Source: an optimization exercise on an open RTL-to-GDS flow (aim: small area). Production flows keep margins and buffers that such runs may drop.
Where RTL was checked, it was by simulation tests only, not by an equivalence proof against the original.
The flow treats the clock pin as an ideal source. Dropping or thinning the clock tree relies on that and would not hold on a real chip.

==> module mtm_Alu, before the edit <==
module mtm_Alu (
    input  wire clk,    
    input  wire rst_n,  
    input  wire sin,    
    output reg  sout    
);
localparam R_IDLE = 4'b0110, R_TYPE = 4'b0111, R_STOP = 4'b0000, R_RDY = 4'b0010;
reg [3:0] rs;
reg [3:0] rf;     
reg       terr;   
reg [3:0] crc;
reg [2:0] op;
reg [31:0] L, U;
wire rx_bit = rs[3];
wire r_type = ~rs[3] & rs[0];
wire r_stop = ~rs[3] & ~rs[1];
wire r_wait = ~rs[3] & rs[1] & ~rs[0];
wire rdy    = ~rs[3] & ~rs[2] & rs[1];
wire full   = rf[3];
wire cmp    = full & rs[3] & rs[2];       
wire r_end  = full | terr;
always @(posedge clk or negedge rst_n)
    if (!rst_n) begin
        rs <= R_IDLE;
        rf <= 4'd0;
    end else begin
        if (rdy)
            rf <= 4'd0;
        else if (r_stop && !r_end)
            rf <= rf + 4'd1;
        if (r_stop)
            rs <= r_end ? R_RDY : R_IDLE;
        else if (r_wait)
            rs <= sin ? R_IDLE : R_TYPE;
        else
            rs <= rs + 4'd1;
    end
always @(posedge clk) begin
    if (r_type)
        terr <= sin ^ full;
    if ((rf == 4'd0) && !rs[3] && rs[2])
        crc <= 4'd0;
    else if (rx_bit)
        crc <= {crc[3] ^ crc[2] ^ sin, crc[1], crc[0], crc[3] ^ (cmp ? sin : crc[2])};
    if (rx_bit && !cmp)
        op <= {op[1:0], sin};
    if (rx_bit && !full)
        L <= {L[30:0], sin};
end
wire sub   = op[0];
wire arith = op[2];
wire pass  = cmp;
wire [1:0] sel = rs[1:0];                       
reg  [7:0] La;
always @*
    case (sel)
        2'd0: La = L[7:0];
        2'd1: La = L[15:8];
        2'd2: La = L[23:16];
        default: La = L[31:24];
    endcase
wire [7:0] Ub = U[7:0];
wire [7:0] Bx = Ub ^ {8{sub}};
reg        kc;                                  
wire [8:0] cy;
wire [7:0] C8;
assign cy[0] = (sel == 2'd0) ? sub : kc;
genvar i;
generate
    for (i = 0; i < 8; i = i + 1) begin : g_alu
        assign cy[i+1] = (La[i] & Bx[i]) | (La[i] & cy[i]) | (Bx[i] & cy[i]);
        assign C8[i] = arith ? (La[i] ^ Bx[i] ^ cy[i]) : sub ? (La[i] | Ub[i]) : (La[i] & Ub[i]);
    end
endgenerate
always @(posedge clk)
    kc <= cy[8];
wire flag_c = arith & (cy[8] ^ sub);
wire flag_v = arith & (cy[8] ^ cy[7]);
wire crc_bad = |crc;
wire err_op  = full & op[1];
wire err_crc = full & ~op[1] & crc_bad;
wire err_dat = ~full | (~op[1] & ~crc_bad & terr);
wire is_err  = ~full | op[1] | crc_bad | terr;
localparam T_START = 4'b0110;
reg [2:0] tf;
reg [3:0] ts;
reg [3:0] F;      
reg [2:0] tcrc;
wire tx_on  = (tf != 3'd0);
wire ctl_fr = tf[2] & tf[0];
wire t_err  = tf[1];                       
wire tx_bit = tx_on & ts[3];
wire c_bit  = tx_bit & ~ctl_fr;            
wire t_stop = ~ts[3] & ~ts[1];
wire k0     = (ts[2:0] == 3'd0);
wire k_hi   = ts[2] & (ts[1] | ts[0]);     
wire k7     = ts[2] & ts[1] & ts[0];
wire pay = !ctl_fr ? U[31] : (k0 | (k7 & t_err)) ? t_err : (k_hi & ~t_err) ? tcrc[2] : F[3];
wire out_nxt = !tx_on ? 1'b1 :
               ts[3] ? pay :
               ~ts[1] | (ts[0] & ctl_fr);
always @(posedge clk or negedge rst_n)
    if (!rst_n)
        tf <= 3'd0;
    else if (rdy)
        tf <= is_err ? 3'd7 : 3'd1;
    else if (tx_on && t_stop)
        tf <= ctl_fr ? 3'd0 : tf + 3'd1;
wire tcrc_d = (ctl_fr && k_hi) ? tcrc[0] : pay;
always @(posedge clk) begin
    if (rdy || t_stop)
        ts <= T_START;
    else
        ts <= ts + 4'd1;
    if (rdy)
        tcrc <= 3'd0;
    else if (tx_bit)
        tcrc <= {tcrc[1] ^ tcrc_d ^ tcrc[0], tcrc[0], tcrc_d ^ tcrc[2]};
    if (rdy) begin
        if (is_err)
            F <= {err_dat, err_crc, err_op, err_dat};
    end else if (pass && (sel == 2'd3))
        F <= {flag_c, flag_v, 1'b1, C8[7]};
    else if (c_bit)
        F[1] <= F[1] & ~U[31];
    else if (ctl_fr && tx_bit && !k0)
        F <= {F[2:0], F[2]};
    if (pass)
        U <= {C8, U[31:8]};
    else if ((rx_bit && rf[2]) || c_bit)
        U <= {U[30:0], L[31]};
    sout <= out_nxt;
end
endmodule
Settings: LEC_CHECK=0, ABC_AREA=1, CAP_MARGIN=20, CORE_MARGIN=2, CORE_UTILIZATION=60, SLEW_MARGIN=20; clock period 5.0 ns.
run.sh (not shown) runs the stock make flow with config.mk's settings and CLKGATE_MAP_FILE= SYNTH_SCRIPT=/design/flow/synth_recipe.tcl, a recipe that flattens the netlist after the stock synthesis.
Rerun with:
--- a/flow/design.v
+++ b/flow/design.v
@@ -94,8 +94,7 @@
 wire t_stop = ~ts[3] & ~ts[1];
 wire k0     = (ts[2:0] == 3'd0);
 wire k_hi   = ts[2] & (ts[1] | ts[0]);     
-wire k7     = ts[2] & ts[1] & ts[0];
-wire pay = !ctl_fr ? U[31] : (k0 | (k7 & t_err)) ? t_err : (k_hi & ~t_err) ? tcrc[2] : F[3];
+wire pay = !ctl_fr ? U[31] : k0 ? t_err : k_hi ? tcrc[2] : F[3];
 wire out_nxt = !tx_on ? 1'b1 :
                ts[3] ? pay :
                ~ts[1] | (ts[0] & ctl_fr);
@@ -113,8 +112,8 @@
     else
         ts <= ts + 4'd1;
     if (rdy)
-        tcrc <= 3'd0;
-    else if (tx_bit)
+        tcrc <= {err_crc, err_op, is_err};
+    else if (tx_bit && !(ctl_fr && t_err && !k_hi))
         tcrc <= {tcrc[1] ^ tcrc_d ^ tcrc[0], tcrc[0], tcrc_d ^ tcrc[2]};
     if (rdy) begin
         if (is_err)
@@ -124,7 +123,7 @@
     else if (c_bit)
         F[1] <= F[1] & ~U[31];
     else if (ctl_fr && tx_bit && !k0)
-        F <= {F[2:0], F[2]};
+        F <= {F[2:0], 1'b0};
     if (pass)
         U <= {C8, U[31:8]};
     else if ((rx_bit && rf[2]) || c_bit)
What happened: Design area grows by 3.4%. Area after synthesis increases by 3.6%. Synthesized cell count grows by 7.1%. Setup slack gets better by 0.062 ns. Clock skew hardly moves. Utilization went up by 1.2 points. Via count is higher by 2.1%.

========
build 69:
Starting RTL as in the previous note.
==> flow/config.mk <==
export PLATFORM = sky130hd
export DESIGN_NAME = mtm_Alu
export DESIGN_NICKNAME = mtm_Alu
export VERILOG_FILES = /design/flow/design.v
export SDC_FILE = /design/flow/constraint.sdc
export NUM_CORES = 4
export LEC_CHECK = 0
export ABC_AREA = 1
export CAP_MARGIN = 20
export CORE_MARGIN = 2
export CORE_UTILIZATION = 60
export SLEW_MARGIN = 20
==> flow/constraint.sdc <==
create_clock -name core_clock -period 5.0 [get_ports {clk}]
set_input_delay 1.0000 -clock core_clock [delete_from_list [all_inputs] [get_ports {clk}]]
set_output_delay 1.0000 -clock core_clock [all_outputs]
set_load 0.01 [all_outputs]
standard.sh (not shown) runs the stock make flow with config.mk's settings and CLKGATE_MAP_FILE= SYNTH_SCRIPT=/design/flow/synth_recipe.tcl, a recipe that flattens the netlist after the stock synthesis.
==> flow/flow/run.sh <==
#!/bin/bash
# Own layout flow: the standard synthesis, then the combinational logic between the
# registers is mapped again by ABC with an area-oriented script (registers, full adders
# and the design's ports are kept as they are), then the standard layout from the
# floorplan on. Each tool's output goes to a log file of its own in this folder.
set -euo pipefail
HERE=$(pwd)
FLOWDIR=$HERE/flow
RES=$HERE/orfs/results/${FLOW_PLATFORM}/mtm_Alu/base
LIB=$FLOW_HOME/platforms/${FLOW_PLATFORM}/lib/sky130_fd_sc_hd__tt_025C_1v80.lib
YOSYS=$FLOW_HOME/../tools/install/yosys/bin/yosys
[[ -x $YOSYS ]] || YOSYS=$(command -v yosys)

# 1. standard synthesis
bash standard.sh synth > $HERE/log_1_standard_synth.txt 2>&1

# 2. re-map the combinational logic
cp $RES/1_2_yosys.v $HERE/standard_1_2_yosys.v
python3 $FLOWDIR/unmap.py $LIB $HERE/standard_1_2_yosys.v $HERE/unmapped.v fa_ > $HERE/log_2_unmap.txt 2>&1
DONTUSE=""
for c in $(sed -n '/DONT_USE_CELLS/,/^$/p' $FLOW_HOME/platforms/${FLOW_PLATFORM}/config.mk | grep -o 'sky130_fd_sc_hd__[a-z0-9_]*'); do
  DONTUSE="$DONTUSE -dont_use $c"
done
cat > $HERE/resynth.ys <<EOY
read_liberty -lib $LIB
read_verilog $HERE/unmapped.v
hierarchy -check -top $FLOW_TOP
techmap
opt -fast
opt_clean
abc -liberty $LIB $DONTUSE -script $FLOWDIR/abc_area.scr -D 5000
opt_clean -purge
hilomap -singleton -hicell sky130_fd_sc_hd__conb_1 HI -locell sky130_fd_sc_hd__conb_1 LO
splitnets
opt_clean -purge
insbuf -buf sky130_fd_sc_hd__buf_4 A X
check -assert
tee -o $HERE/resynth_stat.txt stat -liberty $LIB
write_verilog -noattr -noexpr -nohex -nodec $HERE/resynth.v
EOY
$YOSYS -s $HERE/resynth.ys > $HERE/log_3_resynth.txt 2>&1
cp $HERE/resynth.v $RES/1_2_yosys.v
touch $RES/1_2_yosys.v

# 3. standard layout from the floorplan on; after clock_tree_synthesis the clock
#    tree is rebuilt as one level of four buffers (flow/post_cts.tcl)
bash standard.sh finish "CTS_ARGS=-sink_clustering_enable -repair_clock_nets -dont_use_dummy_load" \
  "POST_CTS_TCL=$FLOWDIR/post_cts.tcl" "BUFFER_PORTS_ARGS=-buffer_cell sky130_fd_sc_hd__buf_1" \
  > $HERE/log_4_standard_layout.txt 2>&1
Other scripts of this flow, unchanged in this note and not shown: flow/flow/abc_area.scr, flow/flow/post_cts.tcl, flow/flow/unmap.py
What trial 87 does differently from build 69 at the input level:
--- a/flow/design.v
+++ b/flow/design.v
@@ -6,9 +6,9 @@
 );
 localparam R_IDLE = 4'b0110, R_TYPE = 4'b0111, R_STOP = 4'b0000, R_RDY = 4'b0010;
 reg [3:0] rs;
 reg [3:0] rf;     
-reg       terr;   
+reg       ttype;  
 reg [3:0] crc;
 reg [2:0] op;
 reg [31:0] L, U;
 wire rx_bit = rs[3];
@@ -17,9 +17,9 @@
 wire r_wait = ~rs[3] & rs[1] & ~rs[0];
 wire rdy    = ~rs[3] & ~rs[2] & rs[1];
 wire full   = rf[3];
 wire cmp    = full & rs[3] & rs[2];       
-wire r_end  = full | terr;
+wire r_end  = full | ttype;               
 always @(posedge clk or negedge rst_n)
     if (!rst_n) begin
         rs <= R_IDLE;
         rf <= 4'd0;
@@ -36,9 +36,9 @@
             rs <= rs + 4'd1;
     end
 always @(posedge clk) begin
     if (r_type)
-        terr <= sin ^ full;
+        ttype <= sin;
     if ((rf == 4'd0) && !rs[3] && rs[2])
         crc <= 4'd0;
     else if (rx_bit)
         crc <= {crc[3] ^ crc[2] ^ sin, crc[1], crc[0], crc[3] ^ (cmp ? sin : crc[2])};
@@ -78,17 +78,17 @@
 wire flag_v = arith & (cy[8] ^ cy[7]);
 wire crc_bad = |crc;
 wire err_op  = full & op[1];
 wire err_crc = full & ~op[1] & crc_bad;
-wire err_dat = ~full | (~op[1] & ~crc_bad & terr);
-wire is_err  = ~full | op[1] | crc_bad | terr;
+wire err_dat = ~full | (~op[1] & ~crc_bad & ~ttype);
+wire is_err  = ~full | op[1] | crc_bad | ~ttype;
 localparam T_START = 4'b0110;
 reg [2:0] tf;
 reg [3:0] ts;
 reg [3:0] F;      
 reg [2:0] tcrc;
 wire tx_on  = (tf != 3'd0);
-wire ctl_fr = tf[2] & tf[0];
+wire ctl_fr = ~tf[2] & (tf[1] ^ tf[0]);
 wire t_err  = tf[1];                       
 wire tx_bit = tx_on & ts[3];
 wire c_bit  = tx_bit & ~ctl_fr;            
 wire t_stop = ~ts[3] & ~ts[1];
@@ -102,11 +102,11 @@
 always @(posedge clk or negedge rst_n)
     if (!rst_n)
         tf <= 3'd0;
     else if (rdy)
-        tf <= is_err ? 3'd7 : 3'd1;
+        tf <= is_err ? 3'b010 : 3'b100;
     else if (tx_on && t_stop)
-        tf <= ctl_fr ? 3'd0 : tf + 3'd1;
+        tf <= ctl_fr ? 3'b000 : {~tf[0], tf[2], tf[1]};
 wire tcrc_d = (ctl_fr && k_hi) ? tcrc[0] : pay;
 always @(posedge clk) begin
     if (rdy || t_stop)
         ts <= T_START;
Results
- Trial 87: PASS, flow complete, no timing, DRC or antenna violations
- Measured against each other, build 69 and trial 87 differ in critical path data required time, the lower figure coming from build 69.
- Number of buffers and inverters on the critical path in trial 87 is 2 above build 69.
- Side by side, met2 wirelength from detailed routing turned out higher in trial 87 than in build 69.
- On cell area, the higher figure sits with trial 87, not build 69.
- Diff build 69 -> trial 87 | worst hold slack | increase of 0.015 ns
- The post-layout worst setup margin number comes out lower for build 69 vs trial 87.
- Build 69 and trial 87 ended up with nearly the same half-perimeter wire length of the detailed placement result.
- Sort build 69 and trial 87 by number of standard cells after synthesis asc -> top: build 69
- Fraction of the cycle the final worst path needs in trial 87 vs build 69: down 1.5 points
- Between trial 87 and build 69, the flip-flop and latch count does not differ in any meaningful way.
- Achievable frequency on trial 87 is ahead of build 69.
- Against build 69, trial 87 comes in 0.085 lower on vias per cell.
For trial 87, only the layout was checked, not whether the RTL still works. No run of this note takes its clock network from TritonCTS; it comes from the design's own scripts or RTL.

========
The RTL this note starts from:
==> flow/design.v <==
module mtm_Alu (
    input  wire clk,    
    input  wire rst_n,  
    input  wire sin,    
    output reg  sout    
);
reg [3:0] rc;     
reg [3:0] rf;     
reg       rdy;    
reg       terr;   
reg [3:0] crc;
reg [2:0] op;
reg [31:0] L, U;
wire rx_bit = (rc >= 4'd2) && (rc <= 4'd9);
wire cmp    = rf[3] && (rc >= 4'd6);      
always @(posedge clk or negedge rst_n)
    if (!rst_n) begin
        rc  <= 4'd0;
        rf  <= 4'd0;
        rdy <= 1'b0;
    end else begin
        rdy <= (rc == 4'd10) && (rf[3] || terr);
        if (rdy)
            rf <= 4'd0;
        else if ((rc == 4'd10) && !terr && !rf[3])
            rf <= rf + 4'd1;
        if (rc == 4'd10)
            rc <= 4'd0;
        else if ((rc != 4'd0) || !sin)
            rc <= rc + 4'd1;
    end
always @(posedge clk) begin
    if (rc == 4'd1)
        terr <= sin ^ rf[3];
    if ((rf == 4'd0) && (rc[3:1] == 3'd0))
        crc <= 4'd0;
    else if (rx_bit)
        crc <= {crc[3] ^ crc[2] ^ sin, crc[1], crc[0], crc[3] ^ (cmp ? sin : crc[2])};
    if (rx_bit && !cmp)
        op <= {op[1:0], sin};
    if (rx_bit && !rf[3])
        L <= {L[30:0], sin};
end
wire sub   = op[0];
wire arith = op[2];
wire [31:0] Bx = U ^ {32{sub}};
wire [32:0] cy;
reg k8, k16, k24;
wire [31:0] C;
assign cy[0] = sub;
genvar i;
generate
    for (i = 0; i < 32; i = i + 1) begin : g_alu
        wire cin = (i == 8) ? k8 : (i == 16) ? k16 : (i == 24) ? k24 : cy[i];
        assign cy[i+1] = (L[i] & Bx[i]) | (L[i] & cin) | (Bx[i] & cin);
        assign C[i] = arith ? (L[i] ^ Bx[i] ^ cin) : (sub ? (L[i] | U[i]) : (L[i] & U[i]));
    end
endgenerate
always @(posedge clk) begin
    k8  <= cy[8];
    k16 <= cy[16];
    k24 <= cy[24];
end
wire flag_c = arith & (cy[32] ^ sub);
wire flag_v = arith & (cy[32] ^ cy[31]);
wire full    = rf[3];
wire crc_bad = |crc;
wire err_op  = full & op[1];
wire err_crc = full & ~op[1] & crc_bad;
wire err_dat = ~full | (~op[1] & ~crc_bad & terr);
wire is_err  = ~full | op[1] | crc_bad | terr;
reg [2:0] tf;     
reg [3:0] tc;     
reg       terr_tx;
reg [3:0] F;      
reg [2:0] tcrc;
wire tx_on  = (tf != 3'd0);
wire ctl_fr = (tf == 3'd5);
wire tx_bit = tx_on && (tc >= 4'd2) && (tc <= 4'd9);
wire c_bit  = tx_bit && !ctl_fr;           
wire k0     = (tc == 4'd2);
wire k7     = (tc == 4'd9);
wire k_hi   = (tc >= 4'd7);                
reg pay;
always @* begin
    if (!ctl_fr)
        pay = U[31];
    else if (k0)
        pay = terr_tx;
    else if (k7)
        pay = terr_tx | tcrc[2];
    else if (k_hi && !terr_tx)
        pay = tcrc[2];
    else
        pay = F[3];
end
wire out_nxt = !tx_on ? 1'b1 :
               (tc == 4'd0) ? 1'b0 :
               (tc == 4'd1) ? ctl_fr :
               (tc == 4'd10) ? 1'b1 : pay;
always @(posedge clk or negedge rst_n)
    if (!rst_n)
        tf <= 3'd0;
    else if (rdy)
        tf <= is_err ? 3'd5 : 3'd1;
    else if (tx_on && (tc == 4'd10))
        tf <= ctl_fr ? 3'd0 : tf + 3'd1;
wire tcrc_d = (ctl_fr && k_hi) ? tcrc[0] : pay;
always @(posedge clk) begin
    if (rdy)
        tc <= 4'd0;
    else if (tx_on)
        tc <= (tc == 4'd10) ? 4'd0 : tc + 4'd1;
    if (rdy) begin
        terr_tx <= is_err;
        tcrc    <= 3'd0;
        F       <= is_err ? {err_dat, err_crc, err_op, 1'b0} : {flag_c, flag_v, 1'b1, C[31]};
    end else begin
        if (tx_bit)
            tcrc <= {tcrc[1] ^ tcrc_d ^ tcrc[0], tcrc[0], tcrc_d ^ tcrc[2]};
        if (c_bit)
            F[1] <= F[1] & ~U[31];
        else if (ctl_fr && tx_bit && !k0)
            F <= {F[2], F[1], terr_tx ? F[3] : F[0], F[0]};
    end
    if (rdy)
        U <= C;
    else if ((rx_bit && rf[2]) || c_bit)
        U <= {U[30:0], L[31]};
    sout <= out_nxt;
end
endmodule
make LEC_CHECK=0 ABC_AREA=1 CAP_MARGIN=20 CORE_MARGIN=2 CORE_UTILIZATION=60 SLEW_MARGIN=20 finish   # period 5.0 ns
run.sh (not shown) runs the stock make flow with config.mk's settings and CLKGATE_MAP_FILE= SYNTH_SCRIPT=/design/flow/synth_recipe.tcl, a recipe that flattens the netlist after the stock synthesis.
Stock flow here: none of the scripts above is used.
Edit:
--- a/flow/design.v
+++ b/flow/design.v
@@ -40,32 +40,41 @@
         op <= {op[1:0], sin};
     if (rx_bit && !rf[3])
         L <= {L[30:0], sin};
 end
 wire sub   = op[0];
 wire arith = op[2];
-wire [31:0] Bx = U ^ {32{sub}};
-wire [32:0] cy;
-reg k8, k16, k24;
-wire [31:0] C;
-assign cy[0] = sub;
+wire pass  = rf[3] & (rc[3] | rdy);           
+wire [1:0] sel = {rc[1] | rdy, rc[0] | rdy};    
+reg  [7:0] La;
+always @*
+    case (sel)
+        2'd0: La = L[7:0];
+        2'd1: La = L[15:8];
+        2'd2: La = L[23:16];
+        default: La = L[31:24];
+    endcase
+wire [7:0] Ub = U[7:0];
+wire [7:0] Bx = Ub ^ {8{sub & arith}};
+reg        kc;                                  
+wire [8:0] cy;
+wire [7:0] C8;
+assign cy[0] = kc;
 genvar i;
 generate
-    for (i = 0; i < 32; i = i + 1) begin : g_alu
-        wire cin = (i == 8) ? k8 : (i == 16) ? k16 : (i == 24) ? k24 : cy[i];
-        assign cy[i+1] = (L[i] & Bx[i]) | (L[i] & cin) | (Bx[i] & cin);
-        assign C[i] = arith ? (L[i] ^ Bx[i] ^ cin) : (sub ? (L[i] | U[i]) : (L[i] & U[i]));
+    for (i = 0; i < 8; i = i + 1) begin : g_alu
+        wire cin = arith ? cy[i] : sub;
+        wire co  = (La[i] & Bx[i]) | (La[i] & cin) | (Bx[i] & cin);
+        assign cy[i+1] = co;
+        assign C8[i] = arith ? (La[i] ^ Bx[i] ^ cin) : co;
     end
 endgenerate
-always @(posedge clk) begin
-    k8  <= cy[8];
-    k16 <= cy[16];
-    k24 <= cy[24];
-end
-wire flag_c = arith & (cy[32] ^ sub);
-wire flag_v = arith & (cy[32] ^ cy[31]);
+always @(posedge clk)
+    kc <= pass ? cy[8] : sub;
+wire flag_c = arith & (cy[8] ^ sub);
+wire flag_v = arith & (cy[8] ^ cy[7]);
 wire full    = rf[3];
 wire crc_bad = |crc;
 wire err_op  = full & op[1];
 wire err_crc = full & ~op[1] & crc_bad;
 wire err_dat = ~full | (~op[1] & ~crc_bad & terr);
 wire is_err  = ~full | op[1] | crc_bad | terr;
@@ -111,22 +120,22 @@
         tc <= 4'd0;
     else if (tx_on)
         tc <= (tc == 4'd10) ? 4'd0 : tc + 4'd1;
     if (rdy) begin
         terr_tx <= is_err;
         tcrc    <= 3'd0;
-        F       <= is_err ? {err_dat, err_crc, err_op, 1'b0} : {flag_c, flag_v, 1'b1, C[31]};
+        F       <= is_err ? {err_dat, err_crc, err_op, 1'b0} : {flag_c, flag_v, 1'b1, C8[7]};
     end else begin
         if (tx_bit)
             tcrc <= {tcrc[1] ^ tcrc_d ^ tcrc[0], tcrc[0], tcrc_d ^ tcrc[2]};
         if (c_bit)
             F[1] <= F[1] & ~U[31];
         else if (ctl_fr && tx_bit && !k0)
             F <= {F[2], F[1], terr_tx ? F[3] : F[0], F[0]};
     end
-    if (rdy)
-        U <= C;
+    if (pass)
+        U <= {C8, U[31:8]};
     else if ((rx_bit && rf[2]) || c_bit)
         U <= {U[30:0], L[31]};
     sout <= out_nxt;
 end
 endmodule
=> With this change the flow completed and failed the layout checks on negative setup slack. Clock skew stays flat. Core utilization climbs by 3.0 points. Via count drops by about 20%. Cell count drops by 20%. Non-clock buffer count climbs by 19. Routed wire length drops by 16%. Clock-buffer cell count drops by 2. Die area drops by 17%. Fmax drops by 15%. Synthesized cell count drops by 25%. Area after synthesis drops by about 18%. Global-route usage is about the same.

[re-timing with driven ports]
In the flow no input, the clock included, has a driving cell. The finished layouts below were timed again as built, in two steps. Step 1 assumes that a clkbuf_16 drives the clock port and a buf_2 every other input. Step 2 moves the port delays by t, midway between the first and last clock arrival at a register: inputs arrive t later, outputs are due t later. That takes back most of the time a late clock gives input paths. a / b / c = no drivers / after step 1 / after step 2; a / b = the first two.
run	shift t [ns]	slack for setup (ns)	hold WS [ns]	worst setup path after step 2	latest minus earliest clock arrival (ns)
the first run of note 1	0.385	0.322 / 0.322 / 0.322	0.450 / 0.450 / 0.450	register to register	0.010 / 0.011
the second run of note 1	0.383	0.384 / 0.384 / 0.384	0.458 / 0.458 / 0.458	register to register	0.010 / 0.011
build 69	0.230	0.268 / 0.268 / 0.268	0.445 / 0.445 / 0.445	register to register	0.009 / 0.010
trial 87	0.230	0.345 / 0.345 / 0.345	0.461 / 0.461 / 0.461	register to register	0.006 / 0.006
the first run of note 3	0.398	0.407 / 0.407 / 0.407	0.458 / 0.458 / 0.458	register to register	0.011 / 0.011
the second run of note 3	0.401	-0.408 / -0.408 / -0.408	0.456 / 0.456 / 0.456	register to register	0.010 / 0.010
